Context: an optimization exercise on an open-source flow, tuned for small area. The choices shown serve that exercise and are no tape-out recipe.
Function was checked by simulation only, so behaviour that the tests miss may differ from the original.
Power and IR drop assume default switching activity.

--- flow/config.mk ---
export PLATFORM = sky130hd
export DESIGN_NAME = uart
export DESIGN_NICKNAME = uart
export VERILOG_FILES = /design/flow/design.v
export SDC_FILE = /design/flow/constraint.sdc
export NUM_CORES = 4
export LEC_CHECK = 0
export CAP_MARGIN = 20
export CORE_MARGIN = 2
export CORE_UTILIZATION = 40
export SLEW_MARGIN = 20
--- flow/constraint.sdc ---
create_clock -name core_clock -period 10.0 [get_ports {clk}]
set_input_delay 2.0000 -clock core_clock [delete_from_list [all_inputs] [get_ports {clk}]]
set_output_delay 2.0000 -clock core_clock [all_outputs]
set_load 0.01 [all_outputs]
--- flow/design.v ---
module syncfifo_axis 
    #(
    parameter DATA_WIDTH      = 32,
	parameter FIFO_DEPTH      = 8                
    )(
	input  logic                            s_aclk,
	input  logic                            s_aresetn,
	input  logic [DATA_WIDTH-1:0]           s_axis_tdata,
	input  logic                            s_axis_tvalid,
	output logic                            s_axis_tready,
	output logic [DATA_WIDTH-1:0]           m_axis_tdata,
	output logic                            m_axis_tvalid,
	input  logic                            m_axis_tready
    );
    localparam int ADDR_WIDTH   = $clog2(FIFO_DEPTH);
    typedef logic [ADDR_WIDTH-1:0] addr_t;
    addr_t wraddr, rdaddr;
    addr_t nxtread, dblnext;
    logic write, read;
    logic pre_tvalid;
    logic [DATA_WIDTH-1:0] bram [FIFO_DEPTH];
    assign write = s_axis_tvalid & s_axis_tready;
    assign read  = pre_tvalid & (~m_axis_tvalid | m_axis_tready);
    assign dblnext = wraddr + 2'd2;
	assign nxtread = rdaddr + 1'd1;
    always_ff @(posedge s_aclk) begin
        if (~s_aresetn) begin
            s_axis_tready   <= '1;
            m_axis_tdata    <= '0;
            pre_tvalid      <= '0;
            m_axis_tvalid   <= '0;
            wraddr          <= '0;
            rdaddr          <= '0;
        end else begin
            if (!write && read) begin             
                s_axis_tready   <= '1;
                pre_tvalid      <= (nxtread != wraddr);
            end else if (write && !read) begin    
                s_axis_tready   <= (dblnext != rdaddr);
                pre_tvalid      <= '1;
            end else begin                        
                s_axis_tready   <= s_axis_tready;
                pre_tvalid      <= pre_tvalid;
            end
            if (write) begin
                wraddr          <= (wraddr + 1'b1);
                bram[wraddr]    <= s_axis_tdata;
            end
            if (read) begin
                rdaddr          <= (rdaddr + 1'b1);
                m_axis_tdata    <= bram[rdaddr];
            end
            m_axis_tvalid       <= pre_tvalid | (m_axis_tvalid & ~m_axis_tready);
        end
    end
endmodule
module uart #(
    parameter SYS_CLK     = 100,       
    parameter BAUDRATE    = 115200,    
    parameter FIFO_DEPTH  = 16,        
    parameter DBITS       = 8,         
    parameter PARITY    = "Odd",       
    parameter N_STOP_BITS = 1          
)(
    input   logic                               clk,
    input   logic                               rst_n,
    input   logic                               rx,
    output  logic                               tx,
    output  logic [DBITS-1:0]                   rx_axis_tdata,
    output  logic                               rx_axis_tvalid,
    input   logic                               rx_axis_tready,
    input   logic [DBITS-1:0]                   tx_axis_tdata,
    input   logic                               tx_axis_tvalid,
    output  logic                               tx_axis_tready,
    output  logic                               irq,
    output  logic [DBITS-1:0]                   debug_rx
);
    typedef logic [DBITS-1:0] data_t;
    localparam int BAUDRATE_SCALE_VALUE = (SYS_CLK * 1000000 + BAUDRATE - 1) / BAUDRATE;
    logic [$clog2(BAUDRATE_SCALE_VALUE)-1:0] rx_baud_scaler, tx_baud_scaler;
    logic rx_baud_scaler_rst, rx_baud_period_start, rx_baud_period_end;
    logic tx_baud_scaler_rst, tx_baud_period_start, tx_baud_period_end;
    localparam RX_IN_FILTER_SIZE = 32;
    logic [RX_IN_FILTER_SIZE-1:0] rx_in_filter;
    logic [$clog2(DBITS)-1:0] rx_dbits_cnt, tx_dbits_cnt;
    data_t rx_shift_rg, tx_shift_rg;
    logic [$clog2(N_STOP_BITS):0] rx_sbits_cnt, tx_sbits_cnt;
    logic rx_parity_ok;
    logic tx_parity_bit;
    data_t axis_rx_fifo_tdata, axis_tx_fifo_tdata;
    logic  axis_rx_fifo_tvalid, axis_rx_fifo_tready;
    logic  axis_tx_fifo_tvalid, axis_tx_fifo_tready;
    typedef enum {
        RS_IDLE,
        RS_START,
        RS_DATA,
        RS_PARITY,
        RS_STOP
    } rx_state_t;
    rx_state_t rx_state;
    typedef enum {
        TS_IDLE,
        TS_START,
        TS_DATA,
        TS_PARITY,
        TS_STOP
    } tx_state_t;
    tx_state_t tx_state;
    assign rx_baud_period_start    = (rx_baud_scaler == '0);
    assign rx_baud_period_end      = (rx_baud_scaler == BAUDRATE_SCALE_VALUE);
    assign rx_baud_scaler_rst      = (rx_state == RS_IDLE) & (rx_in_filter == '0);
    always_ff @(posedge clk) begin : rx_baudrate_generator
        if(!rst_n)
            rx_baud_scaler <= '0;
        else begin
            if(rx_baud_period_end || rx_baud_scaler_rst)
                rx_baud_scaler <= '0;
            else
                rx_baud_scaler <= rx_baud_scaler + 1'b1;
        end
    end
    assign tx_baud_period_start    = (tx_baud_scaler == '0);
    assign tx_baud_period_end      = (tx_baud_scaler == BAUDRATE_SCALE_VALUE);
    assign tx_baud_scaler_rst      = (tx_state == TS_IDLE) & (axis_tx_fifo_tvalid & axis_tx_fifo_tready);
    always_ff @(posedge clk) begin : tx_baudrate_generator
        if(!rst_n)
            tx_baud_scaler <= '0;
        else begin
            if(tx_baud_period_end || tx_baud_scaler_rst)
                tx_baud_scaler <= '0;
            else
                tx_baud_scaler <= tx_baud_scaler + 1'b1;
        end
    end
    always_ff @(posedge clk)
        rx_in_filter <= {rx_in_filter[RX_IN_FILTER_SIZE-2:0], rx};
    generate
        if(PARITY == "Odd") begin
            always_ff @(posedge clk) begin
                if(rx_baud_period_start && (rx_state == RS_PARITY))
                    rx_parity_ok <= (rx_in_filter == '0) ? ^rx_shift_rg : ~^rx_shift_rg;
            end
        end else if(PARITY == "Even") begin
            always_ff @(posedge clk) begin
                if(rx_baud_period_start && (rx_state == RS_PARITY))
                    rx_parity_ok <= (rx_in_filter == '0) ? ~^rx_shift_rg : ^rx_shift_rg;
            end
        end else begin
            assign rx_parity_ok = '0;
        end
    endgenerate
    always_ff @(posedge clk)
        if(!rst_n) begin
            rx_state        <= RS_IDLE;
            rx_dbits_cnt    <= '0;
            rx_sbits_cnt    <= '0;
        end else if (rx_baud_period_start)
            case(rx_state)
                RS_IDLE: begin
                    rx_dbits_cnt <= '0;
                    rx_sbits_cnt <= '0;
                    if(rx_in_filter == '0)  
                        rx_state <= RS_START;
                end
                RS_START: begin
                    rx_state <= RS_DATA;
                end
                RS_DATA: begin
                    rx_shift_rg     <= (rx_in_filter == '0) ? {1'b0, rx_shift_rg[DBITS-1:1]} : {1'b1, rx_shift_rg[DBITS-1:1]};
                    rx_dbits_cnt    <= rx_dbits_cnt + 1'b1;
                    if(rx_dbits_cnt == (DBITS - 1))
                        rx_state <= RS_PARITY;
                end
                RS_PARITY: begin
                    rx_state <= RS_STOP;
                end
                RS_STOP: begin
                    rx_sbits_cnt <= rx_sbits_cnt + 1'b1;
                    if(rx_sbits_cnt == (N_STOP_BITS - 1))
                        rx_state <= RS_IDLE;
                end
            endcase
    assign axis_rx_fifo_tdata  = rx_shift_rg;
    assign axis_rx_fifo_tvalid = rx_baud_period_start & (rx_state == RS_STOP) & (rx_sbits_cnt == (N_STOP_BITS - 1));
    syncfifo_axis #(.DATA_WIDTH(DBITS), .FIFO_DEPTH(FIFO_DEPTH))
        rx_fifo (.s_aclk(clk),           .s_aresetn(rst_n),
                 .s_axis_tdata(axis_rx_fifo_tdata), .s_axis_tvalid(axis_rx_fifo_tvalid), .s_axis_tready(axis_rx_fifo_tready),
                 .m_axis_tdata(rx_axis_tdata),      .m_axis_tvalid(rx_axis_tvalid),      .m_axis_tready(rx_axis_tready));
    generate
        if(PARITY == "Odd") begin
            always_ff @(posedge clk) begin
                if(tx_baud_period_start && (tx_state == TS_START))
                    tx_parity_bit <= ~^tx_shift_rg;
            end
        end else if(PARITY == "Even") begin
            always_ff @(posedge clk) begin
                if(tx_baud_period_start && (tx_state == TS_START))
                    tx_parity_bit <= ^tx_shift_rg;
            end
        end else begin
            assign tx_parity_bit = '0;
        end
    endgenerate
    always_ff @(posedge clk)
        if(!rst_n) begin
            tx_state            <= TS_IDLE;
            tx_dbits_cnt        <= '0;
            tx_sbits_cnt        <= '0;
            axis_tx_fifo_tready <= '0;
            tx                  <= '1;
        end else
            case(tx_state)
                TS_IDLE: begin
                    tx_dbits_cnt        <= '0;
                    tx_sbits_cnt        <= '0;
                    axis_tx_fifo_tready <= '1;
                    if(axis_tx_fifo_tready && axis_tx_fifo_tvalid) begin
                        tx_state            <= TS_START;
                        axis_tx_fifo_tready <= '0;
                        tx_shift_rg         <= axis_tx_fifo_tdata;
                    end
                end
                TS_START: begin
                    if(tx_baud_period_start) begin
                        tx_state    <= TS_DATA;
                        tx          <= '0;
                    end
                end
                TS_DATA: begin
                    if(tx_baud_period_start) begin
                        tx_shift_rg <= tx_shift_rg >> 1;
                        tx          <= tx_shift_rg[0];
                        tx_dbits_cnt <= tx_dbits_cnt + 1'b1;
                        if(tx_dbits_cnt == (DBITS - 1))
                            tx_state <= TS_PARITY;
                    end
                end
                TS_PARITY: begin
                    if(tx_baud_period_start) begin
                        tx_state    <= TS_STOP;
                        tx          <= tx_parity_bit;
                    end
                end
                TS_STOP: begin
                    if(tx_baud_period_start) begin
                        tx <= '1;
                        tx_sbits_cnt <= tx_sbits_cnt + 1'b1;
                        if(tx_sbits_cnt == (N_STOP_BITS))
                            tx_state <= TS_IDLE;
                    end
                end
            endcase
    syncfifo_axis #(.DATA_WIDTH(DBITS), .FIFO_DEPTH(FIFO_DEPTH))
        tx_fifo (.s_aclk(clk),      .s_aresetn(rst_n),
                 .s_axis_tdata(tx_axis_tdata),      .s_axis_tvalid(tx_axis_tvalid),      .s_axis_tready(tx_axis_tready),
                 .m_axis_tdata(axis_tx_fifo_tdata), .m_axis_tvalid(axis_tx_fifo_tvalid), .m_axis_tready(axis_tx_fifo_tready));
    assign irq  = tx_baud_period_start & (tx_state == TS_STOP) & (tx_sbits_cnt == (N_STOP_BITS));
    assign debug_rx = rx_shift_rg;
endmodule
--- flow/run.sh ---
#!/bin/bash
# synth_recipe.tcl (not shown) runs the flow's synth.tcl, then flattens the netlist and writes it again
# the make line also repeats each setting of config.mk as NAME=value (left out here)
make -C /OpenROAD-flow-scripts/flow DESIGN_CONFIG=/design/flow/config.mk WORK_HOME=/design/flow/orfs CLKGATE_MAP_FILE= SYNTH_SCRIPT=/design/flow/synth_recipe.tcl finish
==> PnR_summary.wiki <==
{| class="wikitable"
! Metric !! Value
|-
| Most used flip-flop cell after synthesis || sky130_fd_sc_hd__edfxtp_1
|-
| Hpwl dp || between 15000 and 20000 µm
|-
| Height of the die || around 200 µm
|-
| Gr usage total || between 10% and 20%
|-
| First-pass GRT wire length || 45100 µm
|-
| H-tree levels || 2
|-
| Relative contribution of combinational cells to total power || 7.2%
|-
| Initial Utilization || between 40 and 50%
|-
| Maximum number of pins on one net before global-route repair || 41
|-
| Setup slack of the worst register-to-register path || 7280 ps
|-
| Yosys Warn Count || 2
|-
| Total Nets Final || 998
|-
| Internal power || 2760 µW
|-
| Top cell type by total area after synthesis || sky130_fd_sc_hd__edfxtp_1
|-
| Leakage dissipation || 0.00550 µW
|-
| Area growth from synthesis to final layout || 14.6%
|-
| Peak supply drop || roughly 0.14 mV
|-
| Number of top-level pins || 33
|-
| Post-synth EDFFs || between 200 and 300
|-
| Num rows || 70
|-
| Clock latency on the worst-skew pair || 550 ps
|-
| Routed Antenna Nets || 0
|-
| Minimum period implied by the final worst setup slack || ~4600 ps
|-
| Final number of hold-violating endpoints || 0
|-
| Net Switching || around 770 µW
|-
| GRT Residual Overflow || 0
|-
| Share of the synthesized area in the top cell type || 55.1%
|-
| Post-CTS setup buffer count || 0
|-
| Hold slack final || 335 ps
|-
| Async set-reset flop share out of synthesis || 0%
|-
| Final setup violation count || 0
|-
| Clock share of power || between 40% and 50%
|-
| Global placer's final weighted congestion || about 0.75
|-
| Maxcap violations || 0
|-
| Post-route fraction of the period consumed by the critical path || 46.2%
|-
| Depth of the worst hold-timing path || 0
|-
| Root cell of the clock tree || sky130_fd_sc_hd__clkbuf_16
|-
| Final core utilization || 46.6%
|-
| PwrDens || between 200 and 250 nW/µm²
|-
| Vias in the first global route || 7748
|-
| Finished layout cell area || 17100 µm²
|-
| Horizontal die dimension || 197 µm
|-
| Net count of the mapped netlist || between 900 and 1k
|-
| Number of hold buffers added after CTS || 0
|-
| Switching share of power || 21.8%
|-
| Share of total power in sequential cells || about half
|-
| Met1 routed wirelength after detailed routing || 13400 µm
|-
| Pre-antenna DRT Iters || 5
|-
| Post-Synth Simple-Gate Area || 7.94%
|-
| Number of antenna violations at the first check in global routing || 0
|-
| Worst setup path start || tx_baud_scaler[8]
|-
| Register clock-pin slew on the reported worst setup and hold paths || 60 ps
|-
| Worst Path Required || 8000 ps
|-
| Post-synthesis sequential area ratio || 69.3%
|-
| Summed instance area of the synthesized netlist || 14900 µm²
|-
| Element type at the critical path end || output pin
|-
| Post-Route Skew || 22.1 ps
|-
| Result of the run || complete, no violations
|-
| Initial drt markers || 548
|-
| Arr. time, crit path || around 2600 ps
|-
| Via count || 7742
|-
| Adder and majority cell fraction of the synthesized area || 2.18%
|-
| Library cells used by synthesis || 60
|-
| Synthesized-area fraction occupied by ao, oa, aoi and oai cells || 3.12%
|-
| Critical Setup Path Class || flop to output pin
|-
| Diodes inserted || 0
|-
| Number of max-slew violations in the final report || 0
|-
| Share of synthesized area spent on multiplexers || between 10 and 15%
|-
| Count of buffers inserted at the top-level ports || 32
|-
| Number of instances in the synthesized netlist || 915
|-
| Transition time at the pin with the least slew margin || between 1000 and 1500 ps
|-
| WL/cell || 19.8 µm
|-
| Post-Synthesis Mean Instance Area || 16.3 µm²
|-
| Routed length on met3 || 1400 µm
|-
| Fraction of final layout cells with drive strength greater than 1 || 17.1%
|-
| Clock Sinks || 379
|-
| Reg2Reg Launch Point || rx_baud_scaler[0]
|-
| CTS tree || built
|-
| PostCTS Resize Cnt || 0
|-
| XOR/XNOR Fraction of Synth Area || 3.00%
|-
| Placeable core region || roughly 37000 µm²
|-
| Floorplan die area || 38800 µm²
|-
| Post-Route WL || between 20000 and 30000 µm
|-
| Via-per-instance ratio || around 5.3
|-
| Buffer levels on the longest clock path || 3
|-
| DR WL met2 || around 14000 µm
|-
| Cells on worst reg2reg path || 6
|-
| Synth Register Bits || ~380
|-
| Setup repair after global routing missed its margin || false
|-
| Achievable clock frequency || 0.217 GHz
|-
| Maximum net fanout on the critical path || 6
|-
| TritonCTS buffer count || 41
|-
| Placement Cell Area || approximately 16000 µm²
|-
| Sort of element at the start of the critical path || flop
|-
| Dominant combinational cell family by area after synthesis || multiplexers
|-
| Worst slew margin relative to its limit || approximately a third
|-
| Total DRC errors in the routed layout || 0
|-
| Setup TNS after final layout || 0 ps
|-
| Class of the worst hold path || flop to flop
|-
| Launch point of the worst hold path || rx_in_filter[7]
|-
| Dominant cells by area after synthesis || sky130_fd_sc_hd__edfxtp_1 55%, sky130_fd_sc_hd__dfxtp_1 14%, sky130_fd_sc_hd__mux4_2 9.7%
|-
| Uppermost signal routing layer after detailed routing || met4
|}
[sequential cells by signal (all words and copies together) (netlist names), 3 cells and up]
| signal | flops |
|---|---|
| rx_fifo.rdaddr | 4 |
| rx_state | 3 |
| tx_fifo.rdaddr | 4 |
| tx_fifo.m_axis_tdata | 8 |
| tx_fifo.bram | 128 |
| tx_baud_scaler | 10 |
| tx_shift_rg | 8 |
| rx_dbits_cnt | 3 |
| rx_fifo.bram | 128 |
| tx_dbits_cnt | 3 |
| rx_shift_rg | 8 |
| rx_fifo.wraddr | 4 |
| tx_state | 3 |
| rx_fifo.m_axis_tdata | 8 |
| rx_baud_scaler | 10 |
| tx_fifo.wraddr | 4 |
| rx_in_filter | 32 |
[Yosys cell counts, drive strengths merged (24+ instances only)]
| cell | instances |
|---|---|
| inv | 24 |
| nor3 | 24 |
| mux2i | 34 |
| nand3 | 39 |
| dfxtp | 106 |
| mux4 | 64 |
| ha | 26 |
| edfxtp | 273 |
| buf | 27 |
| xnor2 | 37 |
| nand2 | 32 |
| nor2 | 51 |
[per-stage QoR]
stage                     worst slack [ps]  power (µW)  cells
after global placement                5940        2030   1384
after floorplan                       6530        1960    915
after CTS                             5350        3570   1459
after detailed placement              5890        2030   1384
final                                 5380        3530   1459
after global routing                  5190        3660   1459
[cell families after synthesis]
family | after synthesis
compound gates | 66
xor+xnor | 51
fa+ha+maj | 26
buf+inv | 67
flops | 379
mux | 105
simple gates | 221
[critical path, stage by stage, from the launching register on]
cell	delay, ps
sky130_fd_sc_hd__dfxtp_1	350
sky130_fd_sc_hd__or4_4	560
sky130_fd_sc_hd__nor3_2	320
sky130_fd_sc_hd__nand2_1	100
sky130_fd_sc_hd__nor3_1	180
sky130_fd_sc_hd__clkdlybuf4s50_1	570
[metal layers]
metal | vias up | global-route usage (%)
met5 | - | 0
met4 | 0 | 4.12
met3 | 40 | 3.54
met2 | 167 | 24.1
met1 | 3899 | 21.6
li1 | 3636 | -
[cell type report]
type                            instances  area [µm²]
Tap cell                              468         586
Multi-Input combinational cell        469        4280
Timing Repair Buffer                   43         398
Inverter                               25        93.8
Clock buffer                           53        1100
Clock inverter                         22         273
Fill cell                            3167       19600
Sequential cell                       379       10300
[power by group through the flow]
| stage | clock (µW) | sequential, µW | combinational [µW] |
|---|---|---|---|
| 2_1_floorplan | 0 | 1770 | 194 |
| 3_3_place_gp | 0 | 1780 | 257 |
| 3_5_place_dp | 0 | 1780 | 257 |
| 4_1_cts | 1570 | 1740 | 258 |
| 5_1_grt | 1630 | 1750 | 282 |
| 6_report | 1530 | 1740 | 255 |
[final timing paths]
path / end
worst max register to register: rx_fifo.bram[14][2]
worst max-delay path: irq
worst min-delay path: rx_in_filter[8]
worst min register to register: rx_in_filter[8]
[placed cells by master (no fill, tap or decap), types with 9 or more instances in the layout]
cell type	count
sky130_fd_sc_hd__edfxtp_1	273
sky130_fd_sc_hd__dfxtp_1	103
sky130_fd_sc_hd__mux4_2	64
sky130_fd_sc_hd__nor2_1	50
sky130_fd_sc_hd__clkbuf_16	41
sky130_fd_sc_hd__nand3_1	38
sky130_fd_sc_hd__xnor2_1	37
sky130_fd_sc_hd__mux2i_1	34
sky130_fd_sc_hd__nand2_1	32
sky130_fd_sc_hd__clkdlybuf4s50_1	31
sky130_fd_sc_hd__ha_1	26
sky130_fd_sc_hd__inv_1	24
sky130_fd_sc_hd__nor3_1	20
sky130_fd_sc_hd__a21oi_1	18
sky130_fd_sc_hd__o221ai_1	17
sky130_fd_sc_hd__and3_1	14
sky130_fd_sc_hd__nand4_1	14
sky130_fd_sc_hd__xor2_1	14
sky130_fd_sc_hd__nor4_1	12
sky130_fd_sc_hd__buf_4	11
sky130_fd_sc_hd__clkbuf_1	9

[afterwards: timing with drivers on the ports]
Ports are ideal in the flow. The routed layout listed here was re-timed in OpenROAD. Step 1 sets driving cells, clkbuf_16 on the clock port and buf_2 on the other inputs (assumed; they add their load-dependent delay and slew). Step 2 adds t to the input delays and takes it off the output delays; t is the mean of the earliest and latest rising clock arrival at the registers after step 1. Input paths then give back, and output paths get back, about the clock's delay inside the block. Slacks: no drivers / after step 1 / after step 2; pairs: no drivers / after step 1.
t (ns): 0.591
setup slack, ns: 5.384 / 5.331 / 5.887
clock arrival spread, ns: 0.023 / 0.022
worst slew at a driven data input, ns: 0.04
After both steps setup and hold are still met in this run. For this run, drivers alone change the setup slack by -0.053 ns; drivers and shift together by +0.503 ns.
